Source: an optimization exercise on an open RTL-to-GDS flow (aim: small area, a short achievable clock period and few clock cycles per item). Production flows keep margins and buffers that such runs may drop.
Where RTL was checked, it was by simulation tests only, not by an equivalence proof against the original.
Only the layout flow was run in run 1; the RTL was not checked for function there.
Power and IR drop assume default switching activity.

[flow/flow/run.sh]
#!/bin/bash
# Standard ORFS layout (the standard.sh) with two changes to how it is
# optimised: ports are buffered with a plain buffer instead of the default
# delay-buffer cell, and timing repair is asked for more setup margin than the
# 10 ns clock needs, so that it works on the achieved period.
set -euo pipefail
bash standard.sh SETUP_SLACK_MARGIN=6.8 "BUFFER_PORTS_ARGS=-buffer_cell sky130_fd_sc_hd__buf_2" finish > orfs_make.log 2>&1
[flow/standard.sh]
#!/bin/bash
# synth_recipe.tcl (not shown) runs the flow's synth.tcl, then flattens the netlist and writes it again
# the make line also repeats each setting of config.mk as NAME=value (left out here)
make -C /OpenROAD-flow-scripts/flow DESIGN_CONFIG=/design/flow/config.mk WORK_HOME=/design/flow/orfs CLKGATE_MAP_FILE= SYNTH_SCRIPT=/design/flow/synth_recipe.tcl "${@:-finish}"
[flow/config.mk]
export PLATFORM = sky130hd
export DESIGN_NAME = filter
export DESIGN_NICKNAME = filter
export VERILOG_FILES = /design/flow/design.v
export SDC_FILE = /design/flow/constraint.sdc
export NUM_CORES = 4
export LEC_CHECK = 0
export CAP_MARGIN = 20
export CORE_MARGIN = 2
export CORE_UTILIZATION = 40
export SLEW_MARGIN = 20
export SYNTH_HIERARCHICAL = 1
[flow/constraint.sdc]
create_clock -name core_clock -period 10.0 [get_ports {clock}]
set_input_delay 2.0000 -clock core_clock [delete_from_list [all_inputs] [get_ports {clock}]]
set_output_delay 2.0000 -clock core_clock [all_outputs]
set_load 0.01 [all_outputs]
[flow/design.v]
module filter(
        input clock,
        input reset,
        input start,
        output reg done,
        input  [15:0] data_in,
        output reg [15:0] data_out
    );
    reg [15:0] h0, h1, h2, h3, h4, h5, h6;
    reg [23:0] p0;
    reg [23:0] p1;
    wire ld   = start & ~reset;
    wire hold = ~start & ~reset;
    wire [111:0] hq = {h6, h5, h4, h3, h2, h1, h0};
    wire [111:0] hn = {h5, h4, h3, h2, h1, h0, data_in};
    wire [111:0] hd;
    genvar gi;
    generate
        for (gi = 0; gi < 112; gi = gi + 1) begin : hsel
            ao22 m (ld, hn[gi], hold, hq[gi], hd[gi]);
        end
    endgenerate
    always @(posedge clock)
        {h6, h5, h4, h3, h2, h1, h0} <= hd;
    reg  [16:0] pc;    
    wire [16:0] pc_n = {h0[15], h0} + {h3[15], h3};
    wire [16:0] pc_d;
    generate
        for (gi = 0; gi < 17; gi = gi + 1) begin : pcsel
            ao22 m (ld, pc_n[gi], hold, pc[gi], pc_d[gi]);
        end
    endgenerate
    always @(posedge clock)
        pc <= pc_d;
    reg  [16:0] pd;    
    wire [16:0] pd_n = {h1[15], h1} + {h2[15], h2};
    wire [16:0] pd_d;
    generate
        for (gi = 0; gi < 17; gi = gi + 1) begin : pdsel
            ao22 m (ld, pd_n[gi], hold, pd[gi], pd_d[gi]);
        end
    endgenerate
    always @(posedge clock)
        pd <= pd_d;
    wire s0, c0;
    ha u0 (h0[2], h0[3], s0, c0);
    wire s1, c1;
    fa u1 (h0[3], h0[4], h5[3], s1, c1);
    wire s2, c2;
    ha u2 (h5[4], h6[5], s2, c2);
    wire s3, c3;
    fa u3 (h0[4], h0[5], h5[4], s3, c3);
    wire s4, c4;
    fa u4 (h5[5], h6[6], pc[2], s4, c4);
    wire s5, c5;
    fa u5 (h0[5], h0[6], h5[5], s5, c5);
    wire s6, c6;
    fa u6 (h5[6], h6[7], pc[3], s6, c6);
    wire s7, c7;
    fa u7 (h0[6], h0[7], h5[6], s7, c7);
    wire s8, c8;
    fa u8 (h5[7], h6[8], pc[4], s8, c8);
    wire s9, c9;
    fa u9 (h0[7], h0[8], h5[7], s9, c9);
    wire s10, c10;
    fa u10 (h5[8], h6[9], pc[5], s10, c10);
    wire s11, c11;
    fa u11 (h0[8], h0[9], h5[8], s11, c11);
    wire s12, c12;
    fa u12 (h5[9], h6[10], pc[10], s12, c12);
    wire s13, c13;
    fa u13 (h0[10], h0[9], h5[10], s13, c13);
    wire s14, c14;
    fa u14 (h5[9], h6[11], pc[11], s14, c14);
    wire s15, c15;
    fa u15 (h0[10], h0[11], h5[10], s15, c15);
    wire s16, c16;
    fa u16 (h5[11], h6[12], pc[10], s16, c16);
    wire s17, c17;
    fa u17 (h0[11], h0[12], h5[11], s17, c17);
    wire s18, c18;
    fa u18 (h5[12], h6[13], pc[11], s18, c18);
    wire s19, c19;
    fa u19 (h0[12], h0[13], h5[12], s19, c19);
    wire s20, c20;
    fa u20 (h5[13], h6[14], pc[10], s20, c20);
    wire s21, c21;
    fa u21 (1'b1, h0[13], h0[14], s21, c21);
    wire s22, c22;
    fa u22 (h5[13], h5[14], pc[11], s22, c22);
    wire s23, c23;
    ha u23 (pc[13], pc[15], s23, c23);
    wire s24, c24;
    fa u24 (1'b1, h0[14], h5[14], s24, c24);
    wire s25, c25;
    fa u25 (pc[12], pc[14], pd[11], s25, c25);
    wire s26, c26;
    fa u26 (h0[0], h0[1], h5[0], s26, c26);
    wire s27, c27;
    ha u27 (h5[1], h6[2], s27, c27);
    wire s28, c28;
    fa u28 (h0[1], h0[2], h5[1], s28, c28);
    wire s29, c29;
    fa u29 (h5[2], h6[3], pc[1], s29, c29);
    wire s30, c30;
    ha u30 (pc[3], pd[1], s30, c30);
    wire s31, c31;
    fa u31 (h5[2], h5[3], h6[4], s31, c31);
    wire s32, c32;
    fa u32 (pc[0], pc[2], pc[4], s32, c32);
    wire s33, c33;
    fa u33 (pd[2], ~pd[5], s0, s33, c33);
    wire s34, c34;
    fa u34 (pc[1], pc[3], pc[5], s34, c34);
    wire s35, c35;
    fa u35 (pd[0], pd[3], ~pd[6], s35, c35);
    wire s36, c36;
    fa u36 (c0, s2, s1, s36, c36);
    wire s37, c37;
    fa u37 (pc[4], pc[6], pd[1], s37, c37);
    wire s38, c38;
    fa u38 (pd[4], ~pd[7], c2, s38, c38);
    wire s39, c39;
    fa u39 (c1, s3, s4, s39, c39);
    wire s40, c40;
    fa u40 (pc[5], pc[7], pd[2], s40, c40);
    wire s41, c41;
    fa u41 (pd[5], ~pd[8], c3, s41, c41);
    wire s42, c42;
    fa u42 (c4, s5, s6, s42, c42);
    wire s43, c43;
    fa u43 (pc[6], pc[8], pd[3], s43, c43);
    wire s44, c44;
    fa u44 (pd[6], ~pd[9], c5, s44, c44);
    wire s45, c45;
    fa u45 (c6, s7, s8, s45, c45);
    wire s46, c46;
    fa u46 (pc[7], pc[9], pd[4], s46, c46);
    wire s47, c47;
    fa u47 (pd[7], ~pd[10], c7, s47, c47);
    wire s48, c48;
    fa u48 (c8, s10, s9, s48, c48);
    wire s49, c49;
    fa u49 (pc[6], pc[8], pd[5], s49, c49);
    wire s50, c50;
    fa u50 (pd[8], ~pd[11], c10, s50, c50);
    wire s51, c51;
    fa u51 (c9, s11, s12, s51, c51);
    wire s52, c52;
    fa u52 (pc[7], pc[9], pd[6], s52, c52);
    wire s53, c53;
    fa u53 (pd[9], ~pd[12], c11, s53, c53);
    wire s54, c54;
    fa u54 (c12, s13, s14, s54, c54);
    wire s55, c55;
    fa u55 (pc[12], pc[8], pd[10], s55, c55);
    wire s56, c56;
    fa u56 (pd[7], ~pd[13], c13, s56, c56);
    wire s57, c57;
    fa u57 (c14, s15, s16, s57, c57);
    wire s58, c58;
    fa u58 (pc[13], pc[9], pd[11], s58, c58);
    wire s59, c59;
    fa u59 (pd[8], ~pd[14], c15, s59, c59);
    wire s60, c60;
    fa u60 (c16, s17, s18, s60, c60);
    wire s61, c61;
    fa u61 (pc[12], pc[14], pd[12], s61, c61);
    wire s62, c62;
    fa u62 (pd[9], ~pd[15], c17, s62, c62);
    wire s63, c63;
    fa u63 (c18, s19, s20, s63, c63);
    wire s64, c64;
    fa u64 (pd[10], pd[13], pd[16], s64, c64);
    wire s65, c65;
    fa u65 (~h6[15], s23, c19, s65, c65);
    wire s66, c66;
    fa u66 (c20, s21, s22, s66, c66);
    wire s67, c67;
    fa u67 (pd[14], ~h0[15], ~h5[15], s67, c67);
    wire s68, c68;
    fa u68 (~pc[16], c23, c21, s68, c68);
    wire s69, c69;
    fa u69 (c22, s24, s25, s69, c69);
    wire s70, c70;
    fa u70 (1'b1, pc[13], pc[15], s70, c70);
    wire s71, c71;
    fa u71 (pd[12], pd[15], ~h0[15], s71, c71);
    wire s72, c72;
    fa u72 (~h5[15], c24, c25, s72, c72);
    wire s73, c73;
    fa u73 (1'b1, pc[14], pd[13], s73, c73);
    wire s74, c74;
    ha u74 (h0[0], h5[0], s74, c74);
    wire s75, c75;
    fa u75 (pc[0], pc[2], pd[0], s75, c75);
    wire s76, c76;
    ha u76 (~pd[3], s27, s76, c76);
    wire s77, c77;
    fa u77 (~pd[4], c27, s30, s77, c77);
    wire s78, c78;
    fa u78 (c26, s28, s29, s78, c78);
    wire s79, c79;
    fa u79 (c30, c28, c29, s79, c79);
    wire s80, c80;
    fa u80 (s31, s32, s33, s80, c80);
    wire s81, c81;
    fa u81 (c31, c32, s34, s81, c81);
    wire s82, c82;
    fa u82 (s35, c33, s36, s82, c82);
    wire s83, c83;
    fa u83 (c34, c35, s37, s83, c83);
    wire s84, c84;
    fa u84 (s38, c36, s39, s84, c84);
    wire s85, c85;
    fa u85 (c37, s40, c38, s85, c85);
    wire s86, c86;
    fa u86 (c39, s41, s42, s86, c86);
    wire s87, c87;
    fa u87 (c40, s43, c41, s87, c87);
    wire s88, c88;
    fa u88 (c42, s44, s45, s88, c88);
    wire s89, c89;
    fa u89 (c43, s46, c44, s89, c89);
    wire s90, c90;
    fa u90 (c45, s47, s48, s90, c90);
    wire s91, c91;
    fa u91 (c46, s49, c47, s91, c91);
    wire s92, c92;
    fa u92 (c48, s50, s51, s92, c92);
    wire s93, c93;
    fa u93 (c49, s52, c50, s93, c93);
    wire s94, c94;
    fa u94 (c51, s53, s54, s94, c94);
    wire s95, c95;
    fa u95 (c52, s55, c53, s95, c95);
    wire s96, c96;
    fa u96 (c54, s56, s57, s96, c96);
    wire s97, c97;
    fa u97 (c55, s58, c56, s97, c97);
    wire s98, c98;
    fa u98 (c57, s59, s60, s98, c98);
    wire s99, c99;
    fa u99 (c58, s61, c59, s99, c99);
    wire s100, c100;
    fa u100 (c60, s62, s63, s100, c100);
    wire s101, c101;
    fa u101 (c61, s64, c62, s101, c101);
    wire s102, c102;
    fa u102 (c63, s65, s66, s102, c102);
    wire s103, c103;
    fa u103 (c64, s67, c65, s103, c103);
    wire s104, c104;
    fa u104 (c66, s68, s69, s104, c104);
    wire s105, c105;
    fa u105 (c67, s70, s71, s105, c105);
    wire s106, c106;
    fa u106 (c68, c69, s72, s106, c106);
    wire s107, c107;
    fa u107 (~pc[16], ~pd[16], c70, s107, c107);
    wire s108, c108;
    fa u108 (c71, s73, c72, s108, c108);
    wire s109, c109;
    fa u109 (1'b1, pc[15], pd[14], s109, c109);
    wire s110, c110;
    ha u110 (h6[1], pc[1], s110, c110);
    wire s111, c111;
    fa u111 (c74, s26, s75, s111, c111);
    wire s112, c112;
    fa u112 (c75, c76, s77, s112, c112);
    wire s113, c113;
    fa u113 (c77, c78, s79, s113, c113);
    wire s114, c114;
    fa u114 (c79, s81, c80, s114, c114);
    wire s115, c115;
    fa u115 (c81, s83, c82, s115, c115);
    wire s116, c116;
    fa u116 (c83, s85, c84, s116, c116);
    wire s117, c117;
    fa u117 (c85, s87, c86, s117, c117);
    wire s118, c118;
    fa u118 (c87, s89, c88, s118, c118);
    wire s119, c119;
    fa u119 (c89, s91, c90, s119, c119);
    wire s120, c120;
    fa u120 (c91, s93, c92, s120, c120);
    wire s121, c121;
    fa u121 (c93, s95, c94, s121, c121);
    wire s122, c122;
    fa u122 (c95, s97, c96, s122, c122);
    wire s123, c123;
    fa u123 (c97, s99, c98, s123, c123);
    wire s124, c124;
    fa u124 (c99, s101, c100, s124, c124);
    wire s125, c125;
    fa u125 (c101, s103, c102, s125, c125);
    wire s126, c126;
    fa u126 (s105, c103, c104, s126, c126);
    wire s127, c127;
    fa u127 (c105, s107, c106, s127, c127);
    wire s128, c128;
    fa u128 (c73, s109, c107, s128, c128);
    wire s129, c129;
    fa u129 (1'b1, pd[15], ~pc[16], s129, c129);
    wire s130, c130;
    ha u130 (h6[0], pc[0], s130, c130);
    wire s131, c131;
    fa u131 (~pd[2], s110, s74, s131, c131);
    wire s132, c132;
    fa u132 (c110, s76, s111, s132, c132);
    wire s133, c133;
    fa u133 (c111, s78, s112, s133, c133);
    wire s134, c134;
    fa u134 (c112, s80, s113, s134, c134);
    wire s135, c135;
    fa u135 (c113, s82, s114, s135, c135);
    wire s136, c136;
    fa u136 (s84, c114, s115, s136, c136);
    wire s137, c137;
    fa u137 (s86, c115, s116, s137, c137);
    wire s138, c138;
    fa u138 (s88, c116, s117, s138, c138);
    wire s139, c139;
    fa u139 (s90, c117, s118, s139, c139);
    wire s140, c140;
    fa u140 (s92, c118, s119, s140, c140);
    wire s141, c141;
    fa u141 (s94, c119, s120, s141, c141);
    wire s142, c142;
    fa u142 (s96, c120, s121, s142, c142);
    wire s143, c143;
    fa u143 (s98, c121, s122, s143, c143);
    wire s144, c144;
    fa u144 (s100, c122, s123, s144, c144);
    wire s145, c145;
    fa u145 (s102, c123, s124, s145, c145);
    wire s146, c146;
    fa u146 (s104, c124, s125, s146, c146);
    wire s147, c147;
    fa u147 (s106, c125, s126, s147, c147);
    wire s148, c148;
    fa u148 (s108, c126, s127, s148, c148);
    wire s149, c149;
    fa u149 (c108, s128, c127, s149, c149);
    wire s150, c150;
    fa u150 (c109, s129, c128, s150, c150);
    wire s151, c151;
    fa u151 (1'b1, ~pd[16], c129, s151, c151);
    wire [23:0] pn0 = {c151, s151, s150, c148, c147, c146, c145, c144, c143, c142, c141, c140, c139, c138, c137, c136, c135, c134, c133, c132, c131, c130, ~pd[1], 1'b1};
    wire [23:0] pn1 = {1'b0, c150, c149, s149, s148, s147, s146, s145, s144, s143, s142, s141, s140, s139, s138, s137, s136, s135, s134, s133, s132, s131, s130, ~pd[0]};
    wire s152, c152;
    ha u152 (h0[0], p0[1], s152, c152);
    wire s153, c153;
    fa u153 (h0[1], p0[2], p1[2], s153, c153);
    wire s154, c154;
    fa u154 (h0[2], p0[3], p1[3], s154, c154);
    wire s155, c155;
    fa u155 (h0[3], p0[4], p1[4], s155, c155);
    wire s156, c156;
    fa u156 (h0[4], p0[5], p1[5], s156, c156);
    wire s157, c157;
    fa u157 (h0[5], p0[6], p1[6], s157, c157);
    wire s158, c158;
    fa u158 (h0[6], p0[7], p1[7], s158, c158);
    wire s159, c159;
    fa u159 (h0[7], p0[8], p1[8], s159, c159);
    wire s160, c160;
    fa u160 (h0[8], p0[9], p1[9], s160, c160);
    wire s161, c161;
    fa u161 (h0[9], p0[10], p1[10], s161, c161);
    wire s162, c162;
    fa u162 (h0[10], p0[11], p1[11], s162, c162);
    wire s163, c163;
    fa u163 (h0[11], p0[12], p1[12], s163, c163);
    wire s164, c164;
    fa u164 (h0[12], p0[13], p1[13], s164, c164);
    wire s165, c165;
    fa u165 (h0[13], p0[14], p1[14], s165, c165);
    wire s166, c166;
    fa u166 (h0[14], p0[15], p1[15], s166, c166);
    wire s167, c167;
    fa u167 (p0[16], p1[16], ~h0[15], s167, c167);
    wire s168, c168;
    ha u168 (p0[17], p1[17], s168, c168);
    wire s169, c169;
    ha u169 (p0[18], p1[18], s169, c169);
    wire s170, c170;
    ha u170 (p0[19], p1[19], s170, c170);
    wire s171, c171;
    ha u171 (p0[20], p1[20], s171, c171);
    wire s172, c172;
    ha u172 (p0[21], p1[21], s172, c172);
    wire s173, c173;
    ha u173 (p0[22], p1[22], s173, c173);
    wire [23:0] r0 = {p0[23], c172, c171, c170, c169, c168, s168, c166, c165, c164, c163, c162, c161, c160, c159, c158, c157, c156, c155, c154, c153, c152, p1[1], p0[0]};
    wire [23:0] r1 = {c173, s173, s172, s171, s170, s169, c167, s167, s166, s165, s164, s163, s162, s161, s160, s159, s158, s157, s156, s155, s154, s153, s152, p1[0]};
    wire [23:0] y = r0 + r1;
    always @(posedge clock) begin
        p0 <= pn0;
        p1 <= pn1;
    end
    reg dn;
    wire ldo   = dn & ~reset;
    wire holdo = ~dn & ~reset;
    wire [15:0] od;
    generate
        for (gi = 0; gi < 16; gi = gi + 1) begin : osel
            ao22 m (ldo, y[gi + 8], holdo, data_out[gi], od[gi]);
        end
    endgenerate
    always @(posedge clock) begin
        done <= start & ~reset;
        dn <= start & ~reset;
        data_out <= od;
    end
endmodule
module fa(input a, input b, input c, output s, output co);
    assign s  = a ^ b ^ c;
    assign co = (a & b) | (a & c) | (b & c);
endmodule
module ao22(input a1, input a2, input b1, input b2, output y);
    assign y = (a1 & a2) | (b1 & b2);
endmodule
module ha(input a, input b, output s, output co);
    assign s  = a ^ b;
    assign co = a & b;
endmodule
==> flow_metrics.env, run 1 <==
export IMPL_run_status="complete, no violations"
export IMPL_multi_input_area_sq_um=7180
export IMPL_synth_area_sq_um=11500
export IMPL_layout_overhead_on_the_synthesized_area_pct=15.4
export IMPL_synth_ff_latch_count=209
export IMPL_cp_num_buf_inv=3
export IMPL_num_vias=7190
export IMPL_mostFrequentLayoutCells="dfxtp_1, a22o_1, fa_1"
export IMPL_storage_cell_area_sq_um=4210
export IMPL_timing_reg2reg_setup_slack_ps=6950
export IMPL_finalMaxSlewViolations=0
export IMPL_setup_repair_after_global_routing_missed_its_margin="false"
export IMPL_floorplan_io_pins=36
export IMPL_finalNetCount=1217
export IMPL_detail_route_wirelength_um=23500
export IMPL_io_buffers=35
export IMPL_timing_hold_violations_final=0
export IMPL_depth_of_the_most_critical_reg_to_reg_path=10
export IMPL_critical_path_cell_chain="buf_2 > nor2b_4 > buf_6 > buf_6 > a22o_1"
export IMPL_timing_critical_path_fanout_max=76
export IMPL_leading_cell_type_in_the_layout_fill_and_taps_excluded="dfxtp_1"
export IMPL_die_height_um=173
export IMPL_top_usage_layer="met2"
export IMPL_totalNegativeSetupSlack_ps=0
export IMPL_grt_max_degree=77
export IMPL_holdCritPathClass="reg -> reg"
export IMPL_cts_tree="yes"
export IMPL_placement_cell_area_sq_um=12200
export IMPL_cts_root_buffer="clkbuf_16"
export IMPL_grt_remaining_overflow=0
export IMPL_num_fill_cells=2494
export IMPL_grt_antenna_before_repair=0
export IMPL_crit_required_ps=10460
export IMPL_grt_util_met2_pct=24.3
export IMPL_cts_max_path_buffers=3
export IMPL_hold_slack_ps=463
export IMPL_layout_cell_area_non_filler_sq_um=13200
export IMPL_global_route_track_usage_on_met3_pct=2.29
export IMPL_number_of_clock_buffers_inserted_by_tritoncts=24
export IMPL_clock_insertion_delay_worst_skew_ps=530
export IMPL_firstDrtPassIters=5
export IMPL_global_route_wire_length_before_repair_um=38800
export IMPL_post_route_cells_drive_above_1_share_pct=11.7
export IMPL_finalWorstPathRequiredPeriod_ps=3080
export IMPL_grt_util_met1_pct=23.6
export IMPL_final_worst_path_cycle_share_pct=30.8
export IMPL_die_span_x_um=173
export IMPL_worst_slew_pin_transition_ps=1040
export IMPL_worst_clock_skew_ps=21.6
export IMPL_htree_levels=1
export IMPL_cap_viol_max_count=0
export IMPL_floorplan_core_area_sq_um=28000
export IMPL_detail_route_iter0_violations=459
export IMPL_clk_pin_slew_ps=60
export IMPL_critPathTopFamily="buffers and inverters"
export IMPL_slew_limit_headroom_pct=30.4
export IMPL_critPathKind="in -> reg"
export IMPL_rows=61
export IMPL_drt_vias_per_instance=5.27
export IMPL_power_leakage_nw=5.82
export IMPL_yosysWarnings=7
export IMPL_drt_wirelength_per_cell_um=17.2
export IMPL_clock_fmax_mhz=324
export IMPL_worst_path_largest_cell_delay_ps=530
export IMPL_timing_final_setup_violations=0
export IMPL_ant_nets=0
export IMPL_hold_path_depth=1
export IMPL_timing_critical_path_to_type="flop"
export IMPL_synth_cells=898
export IMPL_timing_critical_path_arrival_ps=3540
export IMPL_synth_seq_area_share_pct=36.5
export IMPL_die_area_sq_um=30000
export IMPL_diodes=0
export IMPL_vias_in_the_first_global_route=7428
export IMPL_grt_total_usage_pct=15.8
export IMPL_initial_utilization_pct=40.9
export IMPL_synth_flop_cell="dfxtp_1"
export IMPL_async_flop_share_pct=0
export IMPL_gpl_final_weighted_congestion=0.813
export IMPL_syn_area_per_cell_sq_um=12.8
export IMPL_path_common_cell="buf_6"
export IMPL_critical_path_slowest_cell="buf_6"
export IMPL_post_route_drc_count=0
export IMPL_powerDensity_nw_per_um2=224
export IMPL_post_synth_num_cell_types=56
export IMPL_cts_sinks=209
export IMPL_setup_worst_path_start_class="input pin"
export IMPL_total_half_perimeter_wirelength_after_legalization_and_detailed_placement_um=17900
export IMPL_critical_path_cell_count=5
export IMPL_synth_edf_count=0
export IMPL_max_vdd_ir_drop_uv=114
## flip-flops by register name, indices dropped and copies added (netlist names), 17 cells and up
| signal | cells |
|---|---|
| p0 | 23 |
| p1 | 23 |
| pc | 17 |
| pd | 17 |
## logic make-up after synthesis
family | after synthesis | synth area share (%)
flip-flops | 209 | 36.5
AND/OR/NAND/NOR | 102 | 4.25
AO/OA/AOI/OAI | 287 | 19.8
adder cells (fa/ha/maj) | 230 | 35.6
buffers and inverters | 36 | 1.19
XOR/XNOR | 33 | 2.52
other | 1 | 0.0327
## cells in the mapped netlist (2+ instances only)
cell type	count	area, sq um
a211oi_1	7	52.6
o21a_1	10	75.1
o21ai_1	4	20.0
or2_2	2	12.5
nand3_1	5	25.0
o21ai_0	23	115
or4_1	2	15.0
xnor2_1	27	236
o21bai_1	3	22.5
nand2_1	25	93.8
a31oi_1	2	12.5
a31o_2	3	26.3
nor3_1	10	50.1
nand2b_1	4	25.0
o211ai_1	4	30.0
ha_1	70	876
and4_1	2	17.5
a21oi_1	31	155
a22o_1	163	1430
fa_1	160	3200
a21o_1	14	105
dfxtp_1	209	4180
or3_1	3	18.8
and3_1	2	12.5
inv_1	34	128
a211oi_2	2	25.0
nor2_1	32	120
xor2_1	6	52.6
nor2b_1	10	62.6
and2_1	3	18.8
## final timing paths
check,endpoint,from
max,h0[0],start
min,data_out[6],data_out[6]
max reg2reg,data_out[15],h0[7]
min reg2reg,data_out[6],data_out[6]
## metal layers
| metal | vias to the layer above | wire length (um) |
|---|---|---|
| li1 | 3465 | - |
| met1 | 3564 | 11900 |
| met2 | 131 | 10300 |
| met3 | 30 | 926 |
| met4 | 0 | 402 |
| met5 | - | 0 |
## per-stage QoR
| stage | cells | power (mW) | setup WS [ps] | utilization, % |
|---|---|---|---|---|
| final | 1364 | 2.96 | 6920 | 47.2 |
| after global routing | 1364 | 3.15 | 6800 | 47.2 |
| after detailed placement | 1319 | 1.90 | 6020 | 43.4 |
| after global placement | 1319 | 1.88 | 6050 | 43.4 |
| after CTS | 1363 | 2.98 | 6800 | 47.0 |
| after floorplan | 904 | 1.69 | 5980 | - |
## modules after synthesis (local to each module, per instance)
module  area (sq um)  flops+latches  cells inside
ha              12.5              0             1
ao22            8.76              0             1
filter          6670            209           562
fa              20.0              0             1
## cell type report
| type | count | share of cell area (%) |
|---|---|---|
| well taps | 378 | 3.58 |
| flip-flops and latches | 209 | 31.9 |
| multi-input cells | 659 | 54.3 |
| clock inverters | 19 | 2.84 |
| inverters | 34 | 0.966 |
| clock buffers | 25 | 4.65 |
| repair buffers | 40 | 1.72 |
## repair_timing
| item | 4_1_cts | 5_1_grt |
|---|---|---|
| setup endpoints to repair | 79 | 83 |
| pin swaps | 0 | 1 |
| hold buffers | 0 | 0 |
| gates resized for setup | 12 | 14 |
| setup buffers | 0 | 1 |
## where the power goes
group | leakage [nW] | switching (mW) | internal (mW)
Clock | 0.473 | 0.374 | 0.690
Sequential | 1.71 | 0.0644 | 0.935
Combinational | 3.64 | 0.483 | 0.410
Total | 5.82 | 0.921 | 2.03
==> run 2, diff against run 1 <==
--- a/flow/design.v
+++ b/flow/design.v
@@ -10,6 +10,5 @@
     reg [23:0] p0;
     reg [23:0] p1;
-    wire ld   = start & ~reset;
-    wire hold = ~start & ~reset;
+    wire [8:0] ld, hold;
     wire [111:0] hq = {h6, h5, h4, h3, h2, h1, h0};
     wire [111:0] hn = {h5, h4, h3, h2, h1, h0, data_in};
@@ -17,6 +16,9 @@
     genvar gi;
     generate
+        for (gi = 0; gi < 9; gi = gi + 1) begin : sel
+            selgen g (start, reset, ld[gi], hold[gi]);
+        end
         for (gi = 0; gi < 112; gi = gi + 1) begin : hsel
-            ao22 m (ld, hn[gi], hold, hq[gi], hd[gi]);
+            ao22 m (ld[gi / 16], hn[gi], hold[gi / 16], hq[gi], hd[gi]);
         end
     endgenerate
@@ -28,5 +30,5 @@
     generate
         for (gi = 0; gi < 17; gi = gi + 1) begin : pcsel
-            ao22 m (ld, pc_n[gi], hold, pc[gi], pc_d[gi]);
+            ao22 m (ld[7], pc_n[gi], hold[7], pc[gi], pc_d[gi]);
         end
     endgenerate
@@ -38,5 +40,5 @@
     generate
         for (gi = 0; gi < 17; gi = gi + 1) begin : pdsel
-            ao22 m (ld, pd_n[gi], hold, pd[gi], pd_d[gi]);
+            ao22 m (ld[8], pd_n[gi], hold[8], pd[gi], pd_d[gi]);
         end
     endgenerate
@@ -419,4 +421,8 @@
     assign co = (a & b) | (a & c) | (b & c);
 endmodule
+module selgen(input start, input reset, output ld, output hold);
+    assign ld   = start & ~reset;
+    assign hold = ~start & ~reset;
+endmodule
 module ao22(input a1, input a2, input b1, input b2, output y);
     assign y = (a1 & a2) | (b1 & b2);
==> run 2 against run 1 <==
  * Still clean
  * Design area barely moved
  * Global-route usage rose by 1.8 points
  * Non-clock buffer count fell by 2
  * Sequential share of layout area fell by 0.12 points
  * First-iteration DRC count rose by 2.6%
  * Area after synthesis rose by 2.2%
  * Combinational power rose by 17%
  * Via count rose by 3.7%
  * Largest cell class unchanged
  * Largest power group is now combinational cells
==> flow_metrics.env, run 2 <==
export IMPL_worst_slew_pin_transition_ps=1130
export IMPL_gpl_final_weighted_congestion=0.834
export IMPL_diodes=0
export IMPL_synth_flop_cell="dfxtp_1"
export IMPL_crit_required_ps=10400
export IMPL_critical_path_slowest_cell="dfxtp_1"
export IMPL_num_vias=7453
export IMPL_cts_tree="yes"
export IMPL_finalMaxSlewViolations=0
export IMPL_mostFrequentLayoutCells="dfxtp_1, a22o_1, fa_1"
export IMPL_hold_slack_ps=461
export IMPL_clock_fmax_mhz=323
export IMPL_critPathTopFamily="adder cells"
export IMPL_post_synth_num_cell_types=53
export IMPL_post_layout_total_power_mw=2.94
export IMPL_grt_total_usage_pct=17.6
export IMPL_post_cts_resized_instances=2
export IMPL_cts_sinks=209
export IMPL_critPathKind="reg -> reg"
export IMPL_critical_path_cell_chain="fa_1 > ha_1 > a21oi_1 > o21ai_0 > or3b_2 > a2bb2oi_1 > a31oi_1 > xnor2_1 > a22o_1"
export IMPL_worst_path_largest_cell_delay_ps=620
export IMPL_depth_of_the_most_critical_reg_to_reg_path=9
export IMPL_final_worst_path_cycle_share_pct=31.0
export IMPL_critical_path_cell_count=9
export IMPL_global_route_wire_length_before_repair_um=42600
export IMPL_yosys_cell_count_top_type="dfxtp_1"
export IMPL_die_height_um=175
export IMPL_synthTopCellsByCount="dfxtp_1, a22o_1, fa_1"
export IMPL_yosysWarnings=7
export IMPL_timing_hold_violations_final=0
export IMPL_cts_post_setup_buffers_inserted=0
export IMPL_drt_wirelength_per_cell_um=18.7
export IMPL_async_flop_share_pct=0
export IMPL_placement_setup_worst_slack_ps=6420
export IMPL_floorplan_io_pins=36
export IMPL_ant_nets=0
export IMPL_final_core_util_pct=45.9
export IMPL_finalNetCount=1237
export IMPL_floorplan_core_area_sq_um=28800
export IMPL_netlist_area_leader_share_pct=35.8
export IMPL_worst_clock_skew_ps=20.1
export IMPL_clock_insertion_delay_worst_skew_ps=530
export IMPL_htree_levels=1
export IMPL_cts_root_buffer="clkbuf_16"
export IMPL_firstDrtPassIters=8
export IMPL_synth_area_sq_um=11700
export IMPL_grt_max_degree=22
export IMPL_grt_remaining_overflow=0
export IMPL_fin_ws_ps=6900
export IMPL_die_area_sq_um=30600
export IMPL_setup_worst_path_start_class="flop"
export IMPL_timing_critical_path_fanout_max=7
export IMPL_holdCritPathClass="reg -> reg"
export IMPL_timing_final_setup_violations=0
export IMPL_run_status="complete, no violations"
export IMPL_io_buffers=35
export IMPL_cts_hold_repair_buffers=0
export IMPL_synth_edf_count=0
export IMPL_synth_cells=925
export IMPL_synth_seq_area_share_pct=35.8
export IMPL_die_span_x_um=175
export IMPL_timing_critical_path_to_type="flop"
export IMPL_slew_limit_headroom_pct=24.1
export IMPL_synth_top_area_cell="dfxtp_1"
export IMPL_totalNegativeSetupSlack_ps=0
export IMPL_synthTopCellsByArea="dfxtp_1, fa_1, a22o_1, ha_1, xnor2_1"
export IMPL_detail_route_wirelength_um=26000
export IMPL_clk_pin_slew_ps=60
export IMPL_rows=62
export IMPL_drt_vias_per_instance=5.37
export IMPL_setup_repair_after_global_routing_missed_its_margin="true"
export IMPL_cp_num_buf_inv=0
export IMPL_initial_utilization_pct=40.7
export IMPL_cap_viol_max_count=0
export IMPL_hold_path_depth=1
export IMPL_powerDensity_nw_per_um2=222
export IMPL_detail_route_iter0_violations=471
export IMPL_post_route_cells_drive_above_1_share_pct=10.1
export IMPL_leading_cell_type_in_the_layout_fill_and_taps_excluded="dfxtp_1"
export IMPL_total_half_perimeter_wirelength_after_legalization_and_detailed_placement_um=20900
export IMPL_grt_antenna_before_repair=0
export IMPL_max_vdd_ir_drop_uv=119
export IMPL_syn_area_per_cell_sq_um=12.6
export IMPL_layout_overhead_on_the_synthesized_area_pct=12.9
export IMPL_finalWorstPathRequiredPeriod_ps=3100
export IMPL_number_of_clock_buffers_inserted_by_tritoncts=23
export IMPL_synth_ff_latch_count=209
export IMPL_timing_critical_path_arrival_ps=3500
export IMPL_vias_in_the_first_global_route=7789
export IMPL_power_leakage_nw=5.83
export IMPL_reg_largest_list="p0: 23 flops, p1: 23 flops"
export IMPL_post_route_drc_count=0
export IMPL_cts_max_path_buffers=3
## run 2: changes by cell type in the layout (fill, tap and decap cells not counted), moves of 5 or more
| cell | change |
|---|---|
| xor2_1 | +7 |
| dfxtp_1 | +6 |
| clkbuf_8 | +5 |
| bufinv_16 | -6 |
| nor2b_1 | -6 |
| inv_1 | -5 |
| a31oi_1 | +6 |
| a21oi_1 | +10 |
| nor2b_4 | +8 |
## run 2: path summary, 6_finish.rpt
check | from | end | slack [ps]
min reg2reg | data_out[7] | data_out[7] | 460
min | data_out[7] | data_out[7] | 460
max | h0[11] | data_out[15] | 6900
max reg2reg | h0[11] | data_out[15] | 6900
## run 2: final cells by class
cell class	count	area, sq um
Inverter	29	109
Multi-Input combinational cell	687	7420
Clock inverter	7	131
Clock buffer	33	673
Fill cell	2647	15600
Timing Repair Buffer	38	198
Tap cell	384	480
Sequential cell	209	4200
## run 2: power by group
| group | switching, mW | total (mW) | internal, mW |
|---|---|---|---|
| clock network | 0.340 | 0.887 | 0.548 |
| logic | 0.588 | 1.04 | 0.453 |
| registers | 0.0681 | 1.01 | 0.939 |
| total | 0.995 | 2.94 | 1.94 |
## run 2: per-stage QoR
stage          instance area, sq um  cells
2_1_floorplan                 11700    931
3_3_place_gp                  12400   1346
3_5_place_dp                  12400   1346
4_1_cts                       13200   1386
5_1_grt                       13200   1387
6_report                      13200   1387
## run 2: Yosys stat by module, one instance, submodules excluded
module | flops+latches | area (sq um) | times used
fa | 0 | 20.0 | 158
ha | 0 | 12.5 | 16
selgen | 0 | 17.5 | 9
ao22 | 0 | 8.76 | 162
filter | 209 | 6760 | 1
## run 2: metal layers
metal  track usage, %  routed length (um)
met1             25.7               13000
met2             27.5               11400
met3             2.63                1030
met4             4.83                 568
met5                0                   0
## run 2: cell families after synthesis
logic type / after synthesis / synth area share [%]
buf+inv: 35 / 1.14
mux: 2 / 0.171
simple gates: 113 / 5.37
compound gates: 294 / 19.6
flops: 209 / 35.8
fa+ha+maj: 230 / 34.9
other cells: 1 / 0.0321
xor+xnor: 41 / 3.07
## run 2: worst register-to-register path, stage by stage, from the launching register on
cell	delay, ps
dfxtp_1	620
fa_1	480
ha_1	430
a21oi_1	110
o21ai_0	280
or3b_2	480
a2bb2oi_1	150
a31oi_1	70
xnor2_1	150
a22o_1	210
Testbench counts of run 2, summed over its fixed seeds: cycles 2,064, samples 2,048.
==> run 3, diff against run 2 <==
--- a/flow/flow/run.sh
+++ b/flow/flow/run.sh
@@ -5,3 +5,3 @@
 # 10 ns clock needs, so that it works on the achieved period.
 set -euo pipefail
-bash standard.sh SETUP_SLACK_MARGIN=6.8 "BUFFER_PORTS_ARGS=-buffer_cell sky130_fd_sc_hd__buf_2" finish > orfs_make.log 2>&1
+bash standard.sh SETUP_SLACK_MARGIN=7.1 "BUFFER_PORTS_ARGS=-buffer_cell sky130_fd_sc_hd__buf_2" finish > orfs_make.log 2>&1
==> run 3 against run 2 <==
  * Still clean on timing, DRC and antenna
  * Area after synthesis is the same
  * Via count grew 1.8%
  * Global-route usage grew 0.12 points
  * Clock power is essentially flat
  * Sequential power is essentially flat
  * Design area grew 3.6%
  * Critical path type is now in -> reg
  * Largest cell class unchanged
  * Largest power group unchanged
==> flow_metrics.env, run 3 <==
export IMPL_synthTopCellsByArea="dfxtp_1, fa_1, a22o_1, ha_1, xnor2_1"
export IMPL_cap_viol_max_count=0
export IMPL_run_status="complete, no violations"
export IMPL_finalNetCount=1260
export IMPL_reg_largest_list="p0: 23 flops, p1: 23 flops"
export IMPL_drt_vias_per_instance=5.38
export IMPL_critPathKind="in -> reg"
export IMPL_cts_hold_repair_buffers=0
export IMPL_fin_ws_ps=6990
export IMPL_die_area_sq_um=30600
export IMPL_synth_area_sq_um=11700
export IMPL_global_route_wire_length_before_repair_um=42900
export IMPL_worst_slew_pin_transition_ps=779
export IMPL_max_vdd_ir_drop_uv=113
export IMPL_grt_antenna_before_repair=0
export IMPL_grt_remaining_overflow=0
export IMPL_timing_final_setup_violations=0
export IMPL_setup_repair_after_global_routing_missed_its_margin="true"
export IMPL_total_half_perimeter_wirelength_after_legalization_and_detailed_placement_um=20900
export IMPL_finalWorstPathRequiredPeriod_ps=3010
export IMPL_grt_util_met2_pct=27.9
export IMPL_synthTopCellsByCount="dfxtp_1, a22o_1, fa_1"
export IMPL_detail_route_iter0_violations=479
export IMPL_synth_edf_count=0
export IMPL_floorplan_io_pins=36
export IMPL_setup_worst_path_start_class="input pin"
export IMPL_initial_utilization_pct=40.7
export IMPL_global_route_track_usage_on_met3_pct=2.61
export IMPL_yosys_cell_count_top_type="dfxtp_1"
export IMPL_vias_in_the_first_global_route=7861
export IMPL_timing_hold_violations_final=0
export IMPL_clock_fmax_mhz=332
export IMPL_layout_overhead_on_the_synthesized_area_pct=16.9
export IMPL_synth_ff_latch_count=209
export IMPL_num_vias=7585
export IMPL_grt_util_met1_pct=25.7
export IMPL_synth_flop_cell="dfxtp_1"
export IMPL_final_worst_path_cycle_share_pct=30.1
export IMPL_cts_sinks=209
export IMPL_post_synth_num_cell_types=53
export IMPL_timing_critical_path_arrival_ps=3410
export IMPL_post_route_drc_count=0
export IMPL_drt_wirelength_per_cell_um=18.7
export IMPL_post_route_cells_drive_above_1_share_pct=18.8
export IMPL_power_leakage_nw=5.98
export IMPL_htree_levels=1
export IMPL_detail_route_wirelength_um=26300
export IMPL_synth_top_area_cell="dfxtp_1"
export IMPL_yosysWarnings=7
export IMPL_clk_pin_slew_ps=60
export IMPL_slew_limit_headroom_pct=48.0
export IMPL_timing_critical_path_to_type="flop"
export IMPL_synth_cells=925
export IMPL_cts_tree="yes"
export IMPL_placement_setup_worst_slack_ps=6420
export IMPL_clock_insertion_delay_worst_skew_ps=530
export IMPL_grt_max_degree=22
export IMPL_cts_root_buffer="clkbuf_16"
export IMPL_crit_required_ps=10400
export IMPL_cts_max_path_buffers=3
export IMPL_io_buffers=35
export IMPL_top_usage_layer="met2"
export IMPL_netlist_area_leader_share_pct=35.8
export IMPL_number_of_clock_buffers_inserted_by_tritoncts=23
export IMPL_finalMaxSlewViolations=0
export IMPL_rows=62
export IMPL_die_span_x_um=175
export IMPL_gpl_final_weighted_congestion=0.834
export IMPL_floorplan_core_area_sq_um=28800
export IMPL_ant_nets=0
export IMPL_leading_cell_type_in_the_layout_fill_and_taps_excluded="a22o_1"
export IMPL_diodes=0
export IMPL_totalNegativeSetupSlack_ps=0
export IMPL_timing_critical_path_fanout_max=21
export IMPL_worst_clock_skew_ps=21.8
export IMPL_grt_total_usage_pct=17.8
export IMPL_synth_seq_area_share_pct=35.8
export IMPL_firstDrtPassIters=5
export IMPL_powerDensity_nw_per_um2=224
export IMPL_die_height_um=175
export IMPL_mostFrequentLayoutCells="a22o_1, dfxtp_1, fa_1"
export IMPL_holdCritPathClass="reg -> reg"
export IMPL_syn_area_per_cell_sq_um=12.6
export IMPL_async_flop_share_pct=0
[run 3: cell types whose count changed in the layout (fill, tap and decap cells not counted), sizes merged]
| cell | previous run | this run |
|---|---|---|
| buf | 38 | 61 |
[run 3: modules after synthesis, one instance, submodules excluded]
module / times used / cells inside / flops+latches / cell area, sq um
ao22: 162 / 1 / 0 / 8.76
fa: 158 / 1 / 0 / 20.0
filter: 1 / 571 / 209 / 6760
ha: 16 / 1 / 0 / 12.5
selgen: 9 / 2 / 0 / 17.5
[run 3: logic make-up after synthesis]
kind of cell	synth area share, %
mux	0.171
other cells	0.0321
simple gates	5.37
xor+xnor	3.07
buf+inv	1.14
flops	35.8
compound gates	19.6
fa+ha+maj	34.9
[run 3: cell type report]
class                           instances  area [sq um]
Fill cell                            2576         15100
Multi-Input combinational cell        687          7520
Sequential cell                       209          4280
Clock buffer                           33           673
Timing Repair Buffer                   61           483
Tap cell                              384           480
Clock inverter                          7           131
Inverter                               29           109
[run 3: timing repair]
action                                  in CTS  in global routing
buffers inserted                            13                 10
pin swaps                                    0                 10
resized for setup                           57                 52
endpoints found under the setup margin     175                127
[run 3: through the flow]
step	instances	hold WS (ps)	cell area, sq um	utilization, %	power (mW)
after floorplan	931	394	11700	-	1.80
after global placement	1346	447	12400	43.0	2.05
after detailed placement	1346	453	12400	43.0	2.06
after CTS	1399	471	13400	46.7	3.03
after global routing	1410	481	13700	47.5	3.27
final	1410	468	13700	47.5	3.06
[run 3: worst max-delay path, stage by stage]
cell and delay [ps]:
buf_2 590, nor2_1 280, buf_4 290, a22o_1 220
[run 3: path summary, 6_finish.rpt]
| check | start | endpoint | slack, ps | cells after the start |
|---|---|---|---|---|
| max | reset | h0[11] | 6990 | 4 |
| max reg2reg | h0[13] | p1[17] | 7100 | 6 |
| min reg2reg | data_out[0] | data_out[0] | 470 | 1 |
| min | data_out[0] | data_out[0] | 470 | 1 |
[run 3: power breakdown]
part / switching [mW] / total (mW) / internal (mW)
sequential: 0.0717 / 1.02 / 0.944
clock: 0.340 / 0.888 / 0.548
combinational: 0.619 / 1.16 / 0.536
total: 1.03 / 3.06 / 2.03
[run 3: routing by layer]
metal	wire length (um)	up-vias	part of all wire, %
met5	0	-	0
met4	550	0	2.1
met3	916	45	3.5
met2	11700	134	44
met1	13200	3807	50
li1	-	3599	-
==> run 4, diff against run 3 <==
==> flow/flow/run.sh (replaced) <==
#!/bin/bash
# Standard ORFS layout (the standard.sh) with changes only to how it is
# optimised: ports are buffered with a plain buffer instead of the default
# delay-buffer cell, and timing repair is asked for more setup margin than the
# 10 ns clock needs, so that it works on the achieved period.
set -euo pipefail
bash standard.sh SETUP_SLACK_MARGIN=7.1 "BUFFER_PORTS_ARGS=-buffer_cell sky130_fd_sc_hd__buf_4" "MATCH_CELL_FOOTPRINT=0" finish > orfs_make.log 2>&1
==> run 4 against run 3 <==
  * Global-route usage is 0.25 points higher
  * Sequential power barely moved
  * Total power fell by 0.46%
  * Flip-flop and latch count unchanged
  * Critical path type is now reg -> out
  * Critical endpoint is now done
  * Largest cell class unchanged
==> flow_metrics.env, run 4 <==
export IMPL_worst_hold_startpoint="h4[10]"
export IMPL_detail_route_wirelength_um=27100
export IMPL_synth_ff_latch_count=209
export IMPL_vias_in_the_first_global_route=7920
export IMPL_clock_fmax_mhz=339
export IMPL_io_buffers=35
export IMPL_power_share_switching_pct=33.9
export IMPL_worstSetupStartpoint="dn"
export IMPL_timing_hold_violations_final=0
export IMPL_die_height_um=175
export IMPL_netlist_area_leader_share_pct=35.8
export IMPL_gpl_final_weighted_congestion=0.880
export IMPL_critPathKind="reg -> out"
export IMPL_depth_of_the_most_critical_reg_to_reg_path=5
export IMPL_critical_path_slowest_cell="dfxtp_2"
export IMPL_post_synth_num_cell_types=53
export IMPL_yosysWarnings=7
export IMPL_totalNegativeSetupSlack_ps=0
export IMPL_ant_nets=0
export IMPL_synthTopCellsByCount="dfxtp_1, a22o_1, fa_1"
export IMPL_post_synth_and_or_nand_nor_area_fraction_pct=5.37
export IMPL_grt_antenna_before_repair=0
export IMPL_synth_seq_area_share_pct=35.8
export IMPL_drt_vias_per_instance=5.36
export IMPL_fin_ws_ps=7050
export IMPL_number_of_clock_buffers_inserted_by_tritoncts=23
export IMPL_synth_cells=925
export IMPL_drt_wirelength_per_cell_um=19.2
export IMPL_total_half_perimeter_wirelength_after_legalization_and_detailed_placement_um=21500
export IMPL_crit_required_ps=8000
export IMPL_floorplan_io_pins=36
export IMPL_cts_root_buffer="clkbuf_16"
export IMPL_yosys_cell_count_top_type="dfxtp_1"
export IMPL_cts_hold_repair_buffers=0
export IMPL_cts_sinks=209
export IMPL_async_flop_share_pct=0
export IMPL_powerDensity_nw_per_um2=222
export IMPL_cap_viol_max_count=0
export IMPL_clock_insertion_delay_worst_skew_ps=510
export IMPL_grt_remaining_overflow=0
export IMPL_slew_limit_headroom_pct=33.9
export IMPL_post_route_cells_drive_above_1_share_pct=19.7
export IMPL_finalMaxSlewViolations=0
export IMPL_power_combinational_fraction_pct=39.3
export IMPL_critPathTopFamily="flip-flops"
export IMPL_firstDrtPassIters=5
export IMPL_floorplan_core_area_sq_um=28800
export IMPL_power_leakage_nw=5.97
export IMPL_holdCritPathClass="reg -> reg"
export IMPL_synth_compound_gate_area_share_pct=19.6
export IMPL_timing_critical_path_arrival_ps=950
export IMPL_num_fill_cells=2558
export IMPL_synth_top_area_cell="dfxtp_1"
export IMPL_worst_slew_pin_transition_ps=988
export IMPL_reg_largest_list="p0: 23 flops, p1: 23 flops"
export IMPL_syn_area_per_cell_sq_um=12.6
export IMPL_max_vdd_ir_drop_uv=111
export IMPL_worst_path_largest_cell_delay_ps=340
export IMPL_cp_num_buf_inv=1
export IMPL_timing_critical_path_fanout_max=3
export IMPL_synthTopCellsByArea="dfxtp_1, fa_1, a22o_1, ha_1, xnor2_1"
export IMPL_placement_setup_worst_slack_ps=6520
export IMPL_synth_edf_count=0
export IMPL_timing_reg2reg_setup_slack_ps=7140
export IMPL_leading_cell_type_in_the_layout_fill_and_taps_excluded="a22o_1"
export IMPL_mostFrequentLayoutCells="a22o_1, dfxtp_1, fa_1"
export IMPL_r2r_start="h0[12]"
export IMPL_critical_path_cell_chain="buf_6"
export IMPL_finalWorstPathRequiredPeriod_ps=2950
export IMPL_clk_pin_slew_ps=60
export IMPL_die_area_sq_um=30600
export IMPL_timing_critical_path_to_type="primary output"
export IMPL_cts_tree="yes"
export IMPL_timing_final_setup_violations=0
export IMPL_p_clk_share_pct=27.3
export IMPL_cts_max_path_buffers=3
export IMPL_internal_power_mw=2.01
export IMPL_setup_repair_after_global_routing_missed_its_margin="true"
export IMPL_htree_levels=1
export IMPL_switching_power_mw=1.03
export IMPL_synth_area_sq_um=11700
export IMPL_layout_overhead_on_the_synthesized_area_pct=17.2
export IMPL_finalNetCount=1261
export IMPL_grt_max_degree=22
export IMPL_share_of_cell_area_taken_by_muxes_after_synthesis_pct=0.171
export IMPL_hold_path_depth=1
export IMPL_initial_utilization_pct=40.7
export IMPL_final_worst_path_cycle_share_pct=29.5
export IMPL_setup_worst_path_start_class="flop"
export IMPL_post_route_drc_count=0
export IMPL_run_status="complete, no violations"
export IMPL_xor_xnor_share_of_the_synthesized_area_pct=3.07
export IMPL_worst_clock_skew_ps=11.4
export IMPL_global_route_wire_length_before_repair_um=43600
export IMPL_synth_flop_cell="dfxtp_1"
export IMPL_adder_and_majority_cell_fraction_of_the_synthesized_area_pct=34.9
export IMPL_seqPwrFrac_pct=33.3
export IMPL_min_to="h4[10]"
export IMPL_grt_total_usage_pct=18.0
export IMPL_dominant_combinational_cell_family_by_area_after_synthesis="adder cells"
export IMPL_die_span_x_um=175
export IMPL_crit_reg2reg_capture="p1[15]"
export IMPL_detail_route_iter0_violations=570
export IMPL_rows=62
export IMPL_diodes=0
export IMPL_num_vias=7552
## run 4: layout make-up
| class | instances | area [sq um] | area share, % |
|---|---|---|---|
| Clock buffer | 29 | 648 | 4.72 |
| Clock inverter | 8 | 101 | 0.739 |
| Inverter | 29 | 109 | 0.794 |
| Multi-Input combinational cell | 687 | 7570 | 55.2 |
| Sequential cell | 209 | 4280 | 31.2 |
| Tap cell | 384 | 480 | 3.50 |
| Timing Repair Buffer | 62 | 529 | 3.86 |
## run 4: metrics by stage
step	util [%]	instances	power, mW	hold slack [ps]	instance area [sq um]
after global routing	47.7	1408	3.26	480	13700
after global placement	43.3	1346	2.07	453	12500
after CTS	47.0	1398	3.01	473	13500
after floorplan	-	931	1.80	394	11700
final	47.7	1408	3.04	471	13700
after detailed placement	43.3	1346	2.08	458	12500
## run 4: cell families (layout without fill, tap and decap cells)
family,Yosys count,after routing
XOR/XNOR,41,41
AND/OR/NAND/NOR,113,113
adder cells (fa/ha/maj),230,230
multiplexers,2,2
buffers and inverters,35,128
flip-flops,209,209
other,1,7
AO/OA/AOI/OAI,294,294
## run 4: per-module statistics from Yosys, one instance, submodules excluded
module / flip-flops and latches / cells / times used / cell area [sq um]
selgen: 0 / 2 / 9 / 17.5
fa: 0 / 1 / 158 / 20.0
filter: 209 / 571 / 1 / 6760
ao22: 0 / 1 / 162 / 8.76
ha: 0 / 1 / 16 / 12.5
## run 4: repair_timing
| item | in CTS | in global routing |
|---|---|---|
| pin swaps | 1 | 10 |
| setup endpoints to repair | 108 | 68 |
| hold endpoints to repair | 0 | 0 |
| gates resized for setup | 74 | 47 |
| buffers inserted | 15 | 10 |
## run 4: power groups by stage
stage / registers (mW) / logic [mW] / clock network [mW]
after detailed placement: 1.03 / 1.05 / 0
after global placement: 1.03 / 1.04 / 0
after floorplan: 1.02 / 0.779 / 0
final: 1.02 / 1.20 / 0.832
after CTS: 1.02 / 1.14 / 0.854
after global routing: 1.03 / 1.34 / 0.893
## run 4: how the worst max path moves through the flow
| stage | endpoint | slack (ps) | cells past startpoint |
|---|---|---|---|
| global placement | h1[14] | 6480 | 3 |
| floorplan | data_out[0] | 7140 | 2 |
| finish | done | 7050 | 1 |
| global route | data_out[3] | 7020 | 1 |
| CTS | done | 7030 | 1 |
| detailed placement | h6[15] | 6520 | 3 |
## run 4: routing by layer
layer | GRT usage, % | up-vias | part of all wire (%)
li1 | - | 3599 | -
met5 | 0 | - | 0
met1 | 26.2 | 3767 | 50
met4 | 4.27 | 0 | 1.7
met3 | 2.70 | 33 | 3.9
met2 | 28.4 | 153 | 45
==> run 5, diff against run 4 <==
--- a/flow/flow/run.sh
+++ b/flow/flow/run.sh
@@ -5,3 +5,3 @@
 # 10 ns clock needs, so that it works on the achieved period.
 set -euo pipefail
-bash standard.sh SETUP_SLACK_MARGIN=7.1 "BUFFER_PORTS_ARGS=-buffer_cell sky130_fd_sc_hd__buf_4" "MATCH_CELL_FOOTPRINT=0" finish > orfs_make.log 2>&1
+bash standard.sh SETUP_SLACK_MARGIN=7.1 "BUFFER_PORTS_ARGS=-buffer_cell sky130_fd_sc_hd__buf_4" finish > orfs_make.log 2>&1
--- a/flow/config.mk
+++ b/flow/config.mk
@@ -9,4 +9,6 @@
 export CORE_MARGIN = 2
 export CORE_UTILIZATION = 40
+export CTS_CLUSTER_DIAMETER = 60
+export CTS_CLUSTER_SIZE = 40
 export SLEW_MARGIN = 20
 export SYNTH_HIERARCHICAL = 1
==> run 5 against run 4 <==
  * Still clean
  * Flip-flop and latch count did not move
  * Utilization fell by 0.34 points
  * Critical path depth did not move
  * Synthesized cell count did not move
  * Sequential power barely moved
  * Total power fell by 4.3%
  * Clock-buffer cell count fell by 11
  * Die area did not move
  * Non-clock buffer count rose by 5
  * Combinational power barely moved
  * Critical endpoint unchanged
  * Largest cell class unchanged
  * Highest routed layer unchanged
==> flow_metrics.env, run 5 <==
export IMPL_critical_path_slowest_cell="dfxtp_2"
export IMPL_power_leakage_nw=5.92
export IMPL_hold_slack_ps=478
export IMPL_finalWorstPathRequiredPeriod_ps=2960
export IMPL_die_height_um=175
export IMPL_floorplan_core_area_sq_um=28800
export IMPL_netlist_area_leader_share_pct=35.8
export IMPL_power_share_switching_pct=35.6
export IMPL_synth_top_area_cell="dfxtp_1"
export IMPL_synth_cells=925
export IMPL_internal_power_mw=1.88
export IMPL_p_clk_share_pct=23.7
export IMPL_critPathKind="reg -> out"
export IMPL_drt_wirelength_per_cell_um=19.2
export IMPL_timing_final_setup_violations=0
export IMPL_holdCritPathClass="reg -> reg"
export IMPL_global_route_wire_length_before_repair_um=43300
export IMPL_detail_route_wirelength_um=26900
export IMPL_grt_total_usage_pct=17.9
export IMPL_critPathTopFamily="flip-flops"
export IMPL_powerDensity_nw_per_um2=214
export IMPL_post_synth_num_cell_types=53
export IMPL_placement_cell_area_sq_um=12500
export IMPL_depth_of_the_most_critical_reg_to_reg_path=6
export IMPL_total_half_perimeter_wirelength_after_legalization_and_detailed_placement_um=21500
export IMPL_timing_critical_path_to_type="primary output"
export IMPL_mostFrequentLayoutCells="a22o_1, dfxtp_1, fa_1"
export IMPL_final_worst_path_cycle_share_pct=29.6
export IMPL_die_area_sq_um=30600
export IMPL_max_vdd_ir_drop_uv=121
export IMPL_dp_cells=1346
export IMPL_worstSetupStartpoint="dn"
export IMPL_timing_hold_violations_final=0
export IMPL_r2r_start="h0[4]"
export IMPL_setup_worst_path_start_class="flop"
export IMPL_clock_insertion_delay_worst_skew_ps=500
export IMPL_hold_path_depth=1
export IMPL_totalNegativeSetupSlack_ps=0
export IMPL_finalNetCount=1259
export IMPL_reg_largest_list="p0: 23 flops, p1: 23 flops"
export IMPL_clock_fmax_mhz=337
export IMPL_drt_vias_per_instance=5.38
export IMPL_synthTopCellsByArea="dfxtp_1, fa_1, a22o_1, ha_1, xnor2_1"
export IMPL_firstDrtPassIters=5
export IMPL_post_route_cells_drive_above_1_share_pct=20.0
export IMPL_worst_clock_skew_ps=35.0
export IMPL_synthTopCellsByCount="dfxtp_1, a22o_1, fa_1"
export IMPL_critical_path_cell_chain="buf_6"
export IMPL_power_combinational_fraction_pct=41.6
export IMPL_critical_path_cell_count=1
export IMPL_grt_remaining_overflow=0
export IMPL_grt_max_degree=26
export IMPL_initial_utilization_pct=40.7
export IMPL_diodes=0
export IMPL_setup_repair_after_global_routing_missed_its_margin="true"
export IMPL_cts_tree="yes"
export IMPL_rows=62
export IMPL_post_route_drc_count=0
export IMPL_timing_critical_path_arrival_ps=960
export IMPL_clk_pin_slew_ps=90
export IMPL_number_of_clock_buffers_inserted_by_tritoncts=16
export IMPL_slew_limit_headroom_pct=49.8
export IMPL_synth_seq_area_share_pct=35.8
export IMPL_grt_antenna_before_repair=0
export IMPL_timing_critical_path_fanout_max=3
export IMPL_leading_cell_type_in_the_layout_fill_and_taps_excluded="a22o_1"
export IMPL_cts_hold_repair_buffers=0
export IMPL_worst_path_largest_cell_delay_ps=360
export IMPL_io_buffers=35
export IMPL_gpl_final_weighted_congestion=0.880
export IMPL_worst_hold_startpoint="h4[10]"
export IMPL_yosys_cell_count_top_type="dfxtp_1"
export IMPL_seqPwrFrac_pct=34.8
export IMPL_cap_viol_max_count=0
export IMPL_cts_root_buffer="clkbuf_16"
export IMPL_yosysWarnings=7
export IMPL_syn_area_per_cell_sq_um=12.6
export IMPL_synth_edf_count=0
export IMPL_cts_max_path_buffers=3
export IMPL_async_flop_share_pct=0
export IMPL_switching_power_mw=1.04
export IMPL_vias_in_the_first_global_route=7879
export IMPL_layout_cell_area_non_filler_sq_um=13600
export IMPL_post_layout_nonfiller_instances=1404
export IMPL_layout_overhead_on_the_synthesized_area_pct=16.4
export IMPL_finalMaxSlewViolations=0
export IMPL_final_core_util_pct=47.3
export IMPL_worst_slew_pin_transition_ps=752
export IMPL_crit_required_ps=8000
export IMPL_synth_flop_cell="dfxtp_1"
export IMPL_cts_sinks=209
export IMPL_synth_area_sq_um=11700
export IMPL_die_span_x_um=175
export IMPL_ant_nets=0
export IMPL_num_vias=7553
export IMPL_htree_levels=1
export IMPL_run_status="complete, no violations"
export IMPL_detail_route_iter0_violations=524
export IMPL_cp_num_buf_inv=1
export IMPL_synth_ff_latch_count=209
export IMPL_floorplan_io_pins=36
## run 5: cell counts after synthesis
No cell type changed its count.
## run 5: worst paths after layout
kind,slack (ps),to
worst max-delay path,7040,done
worst min-delay path,480,h4[10]
worst max register to register,7080,p1[7]
worst min register to register,480,h4[10]
## run 5: power groups by stage
stage	Clock (mW)	Sequential, mW	Combinational (mW)
global route	0.741	1.03	1.35
CTS	0.708	1.01	1.15
finish	0.689	1.01	1.21
detailed placement	0	1.03	1.05
global placement	0	1.03	1.04
floorplan	0	1.02	0.779
## run 5: layout make-up
cell class	count	area, sq um
fillers	2557	15200
repair buffers	67	592
clock inverters	10	124
multi-input cells	687	7590
flip-flops and latches	209	4290
inverters	29	109
well taps	384	480
clock buffers	18	439
## run 5: through the flow
stage | power (mW) | setup slack, ps
2_1_floorplan | 1.80 | 7140
3_3_place_gp | 2.07 | 6480
3_5_place_dp | 2.08 | 6520
4_1_cts | 2.87 | 7030
5_1_grt | 3.12 | 6970
6_report | 2.91 | 7040
## run 5: routing by layer
layer  wire length [um]  part of all wire [%]  track usage (%)  vias up
met1              13200                    49             26.3     3784
met5                  0                     0                0        -
li1                   -                     -                -     3579
met3               1200                   4.5             2.15       33
met2              12000                    45             28.3      157
met4                476                   1.8             4.44        0
## run 5: cell families after synthesis
| logic type | share of synthesized area (%) |
|---|---|
| other | 0.0321 |
| XOR/XNOR | 3.07 |
| flip-flops | 35.8 |
| multiplexers | 0.171 |
| buffers and inverters | 1.14 |
| AND/OR/NAND/NOR | 5.37 |
| adder cells (fa/ha/maj) | 34.9 |
| AO/OA/AOI/OAI | 19.6 |
## run 5: timing repair
action | 4_1_cts | 5_1_grt
cloned | 0 | 0
resized for setup | 78 | 51
pin swaps | 1 | 11
endpoints found under the setup margin | 116 | 88
setup buffers | 17 | 13
## run 5: per-module statistics from Yosys, one instance, submodules excluded
module / flip-flops and latches / cells inside / times used / area [sq um]
filter: 209 / 571 / 1 / 6760
ao22: 0 / 1 / 162 / 8.76
fa: 0 / 1 / 158 / 20.0
selgen: 0 / 2 / 9 / 17.5
ha: 0 / 1 / 16 / 12.5
==> run 6, diff against run 5 <==
--- a/flow/config.mk
+++ b/flow/config.mk
@@ -9,6 +9,6 @@
 export CORE_MARGIN = 2
 export CORE_UTILIZATION = 40
-export CTS_CLUSTER_DIAMETER = 60
-export CTS_CLUSTER_SIZE = 40
+export CTS_CLUSTER_DIAMETER = 100
+export CTS_CLUSTER_SIZE = 24
 export SLEW_MARGIN = 20
 export SYNTH_HIERARCHICAL = 1
==> run 6 against run 5 <==
  * Still clean
  * Cell count down 1.2%
  * Sequential share of layout area up 0.73 points
  * Die area unchanged
  * Routed wire length down 0.44%
  * Design area down 2.4%
  * Via count about the same
  * Clock skew down 21 ps
  * Area after synthesis unchanged
  * Register-to-register slack better by 70 ps
  * Critical path type unchanged
==> flow_metrics.env, run 6 <==
export IMPL_gpl_final_weighted_congestion=0.880
export IMPL_cts_root_buffer="clkbuf_16"
export IMPL_seqPwrFrac_pct=37.4
export IMPL_post_layout_nonfiller_instances=1387
export IMPL_synth_area_sq_um=11700
export IMPL_detail_route_wirelength_um=26800
export IMPL_die_area_sq_um=30600
export IMPL_slew_limit_headroom_pct=49.3
export IMPL_critPathKind="reg -> out"
export IMPL_synthTopCellsByArea="dfxtp_1, fa_1, a22o_1, ha_1, xnor2_1"
export IMPL_timing_critical_path_arrival_ps=930
export IMPL_rows=62
export IMPL_max_vdd_ir_drop_uv=96.2
export IMPL_timing_reg2reg_setup_slack_ps=7150
export IMPL_placement_cell_area_sq_um=12500
export IMPL_power_leakage_nw=5.79
export IMPL_depth_of_the_most_critical_reg_to_reg_path=5
export IMPL_crit_required_ps=8000
export IMPL_storage_cell_area_sq_um=4280
export IMPL_crit_reg2reg_capture="p1[9]"
export IMPL_post_route_drc_count=0
export IMPL_holdCritPathClass="reg -> reg"
export IMPL_grt_max_degree=25
export IMPL_critical_path_cell_chain="buf_6"
export IMPL_netlist_area_leader_share_pct=35.8
export IMPL_final_worst_path_cycle_share_pct=29.3
export IMPL_num_fill_cells=2597
export IMPL_detail_route_iter0_violations=462
export IMPL_worst_slew_pin_transition_ps=760
export IMPL_timing_hold_violations_final=0
export IMPL_floorplan_io_pins=36
export IMPL_async_flop_share_pct=0
export IMPL_drt_vias_per_instance=5.45
export IMPL_synthTopCellsByCount="dfxtp_1, a22o_1, fa_1"
export IMPL_powerDensity_nw_per_um2=203
export IMPL_min_to="data_out[14]"
export IMPL_cts_tree="yes"
export IMPL_power_combinational_fraction_pct=43.0
export IMPL_num_vias=7556
export IMPL_worst_clock_skew_ps=14.3
export IMPL_synth_top_area_cell="dfxtp_1"
export IMPL_layout_overhead_on_the_synthesized_area_pct=13.7
export IMPL_timing_final_setup_violations=0
export IMPL_drt_wirelength_per_cell_um=19.3
export IMPL_synth_cells=925
export IMPL_floorplan_core_area_sq_um=28800
export IMPL_cts_sinks=209
export IMPL_yosysWarnings=7
export IMPL_global_route_wire_length_before_repair_um=43200
export IMPL_worst_path_largest_cell_delay_ps=360
export IMPL_total_half_perimeter_wirelength_after_legalization_and_detailed_placement_um=21500
export IMPL_cts_max_path_buffers=3
export IMPL_cp_num_buf_inv=1
export IMPL_diodes=0
export IMPL_internal_power_mw=1.75
export IMPL_die_span_x_um=175
export IMPL_synth_seq_area_share_pct=35.8
export IMPL_clock_insertion_delay_worst_skew_ps=480
export IMPL_critPathTopFamily="flip-flops"
export IMPL_setup_repair_after_global_routing_missed_its_margin="true"
export IMPL_die_height_um=175
export IMPL_finalMaxSlewViolations=0
export IMPL_grt_remaining_overflow=0
export IMPL_layout_cell_area_non_filler_sq_um=13300
export IMPL_leading_cell_type_in_the_layout_fill_and_taps_excluded="a22o_1"
export IMPL_worst_hold_startpoint="data_out[14]"
export IMPL_run_status="complete, no violations"
export IMPL_post_route_cells_drive_above_1_share_pct=17.7
export IMPL_synth_flop_cell="dfxtp_1"
export IMPL_number_of_clock_buffers_inserted_by_tritoncts=12
export IMPL_initial_utilization_pct=40.7
export IMPL_mostFrequentLayoutCells="a22o_1, dfxtp_1, fa_1"
export IMPL_power_share_switching_pct=35.4
export IMPL_clk_pin_slew_ps=90
export IMPL_critical_path_slowest_cell="dfxtp_2"
export IMPL_cap_viol_max_count=0
export IMPL_hold_path_depth=1
export IMPL_grt_antenna_before_repair=0
export IMPL_timing_critical_path_fanout_max=3
export IMPL_dp_cells=1346
export IMPL_critical_path_cell_count=1
export IMPL_vias_in_the_first_global_route=7798
export IMPL_synth_edf_count=0
export IMPL_post_layout_total_power_mw=2.70
export IMPL_yosys_cell_count_top_type="dfxtp_1"
export IMPL_syn_area_per_cell_sq_um=12.6
export IMPL_reg_largest_list="p0: 23 flops, p1: 23 flops"
export IMPL_finalWorstPathRequiredPeriod_ps=2930
export IMPL_grt_total_usage_pct=17.9
export IMPL_firstDrtPassIters=5
export IMPL_p_clk_share_pct=19.6
export IMPL_multi_input_area_sq_um=7530
export IMPL_htree_levels=1
export IMPL_ant_nets=0
export IMPL_switching_power_mw=0.958
export IMPL_totalNegativeSetupSlack_ps=0
export IMPL_synth_ff_latch_count=209
export IMPL_setup_worst_path_start_class="flop"
export IMPL_r2r_start="pc[3]"
export IMPL_timing_critical_path_to_type="primary output"
export IMPL_io_buffers=35
export IMPL_finalNetCount=1251
export IMPL_post_synth_num_cell_types=53
export IMPL_clock_fmax_mhz=342
==> run 6: cell types whose count changed in the layout (fill, tap and decap cells not counted), moves of 2 or more <==
cell / before / now
clkinvlp_4: 2 / 0
buf_4: 48 / 46
buf_12: 2 / 0
fa_2: 12 / 9
ha_1: 63 / 65
fa_1: 148 / 151
clkbuf_16: 17 / 13
inv_8: 4 / 0
==> run 6: repair_timing <==
| item | CTS | global route |
|---|---|---|
| resized for setup | 70 | 42 |
| setup buffers | 13 | 13 |
| pin swaps | 1 | 12 |
| hold endpoints to repair | 0 | 0 |
| hold buffers | 0 | 0 |
| setup endpoints to repair | 144 | 70 |
==> run 6: worst max path at each step <==
stage	endpoint	startpoint	slack, ps
4_1_cts	h5[12]	reset	7050
6_report	done	dn	7070
3_5_place_dp	h6[15]	reset	6520
2_1_floorplan	data_out[0]	reset	7140
5_1_grt	done	dn	7030
3_3_place_gp	h1[14]	reset	6480
==> run 6: logic make-up after synthesis <==
| group | share of synthesized area, % |
|---|---|
| muxes | 0.171 |
| xor gates and xnor gates | 3.07 |
| other | 0.0321 |
| adders and majority gates | 34.9 |
| DFF | 35.8 |
| buffers and inverters | 1.14 |
| and+or+nand+nor | 5.37 |
| AOI/OAI and AO/OA | 19.6 |
==> run 6: metrics by stage <==
step                hold WS, ps  setup WS (ps)  utilization (%)
global route                491           7030             46.2
finish                      479           7070             46.2
CTS                         480           7050             45.5
global placement            453           6480             43.3
floorplan                   394           7140                -
detailed placement          458           6520             43.3
==> run 6: modules after synthesis, one instance, submodules excluded <==
module | area [sq um] | cells | copies in the design
fa | 20.0 | 1 | 158
ao22 | 8.76 | 1 | 162
filter | 6760 | 571 | 1
ha | 12.5 | 1 | 16
selgen | 17.5 | 2 | 9
==> run 6: area by class of cell <==
type / instances / share of cell area [%]
clock buffers: 13 / 2.45
clock inverters: 2 / 0.263
inverters: 29 / 0.819
multi-input cells: 687 / 56.6
flip-flops and latches: 209 / 32.2
well taps: 384 / 3.61
repair buffers: 63 / 4.04
==> run 6: power by group through the flow <==
| stage | logic, mW | clock network [mW] | registers [mW] |
|---|---|---|---|
| global placement | 1.04 | 0 | 1.03 |
| floorplan | 0.779 | 0 | 1.02 |
| global route | 1.30 | 0.577 | 1.03 |
| detailed placement | 1.05 | 0 | 1.03 |
| CTS | 1.13 | 0.544 | 1.02 |
| finish | 1.16 | 0.529 | 1.01 |
==> run 6: per-layer routing <==
layer	track usage (%)	share of wire, %	vias to the layer above
li1	-	-	3560
met1	26.1	50	3789
met2	28.4	45	165
met3	2.31	3.8	42
met4	4.10	2.0	0
met5	0	0	-

Re-timed with assumed drivers on the ports (clkbuf_16 on the clock, buf_2 on other inputs), run 6 has 7.024 ns of setup slack against 7.074 ns with ideal ports, and 6.780 ns once port delays also move by the mid clock arrival of 0.520 ns.
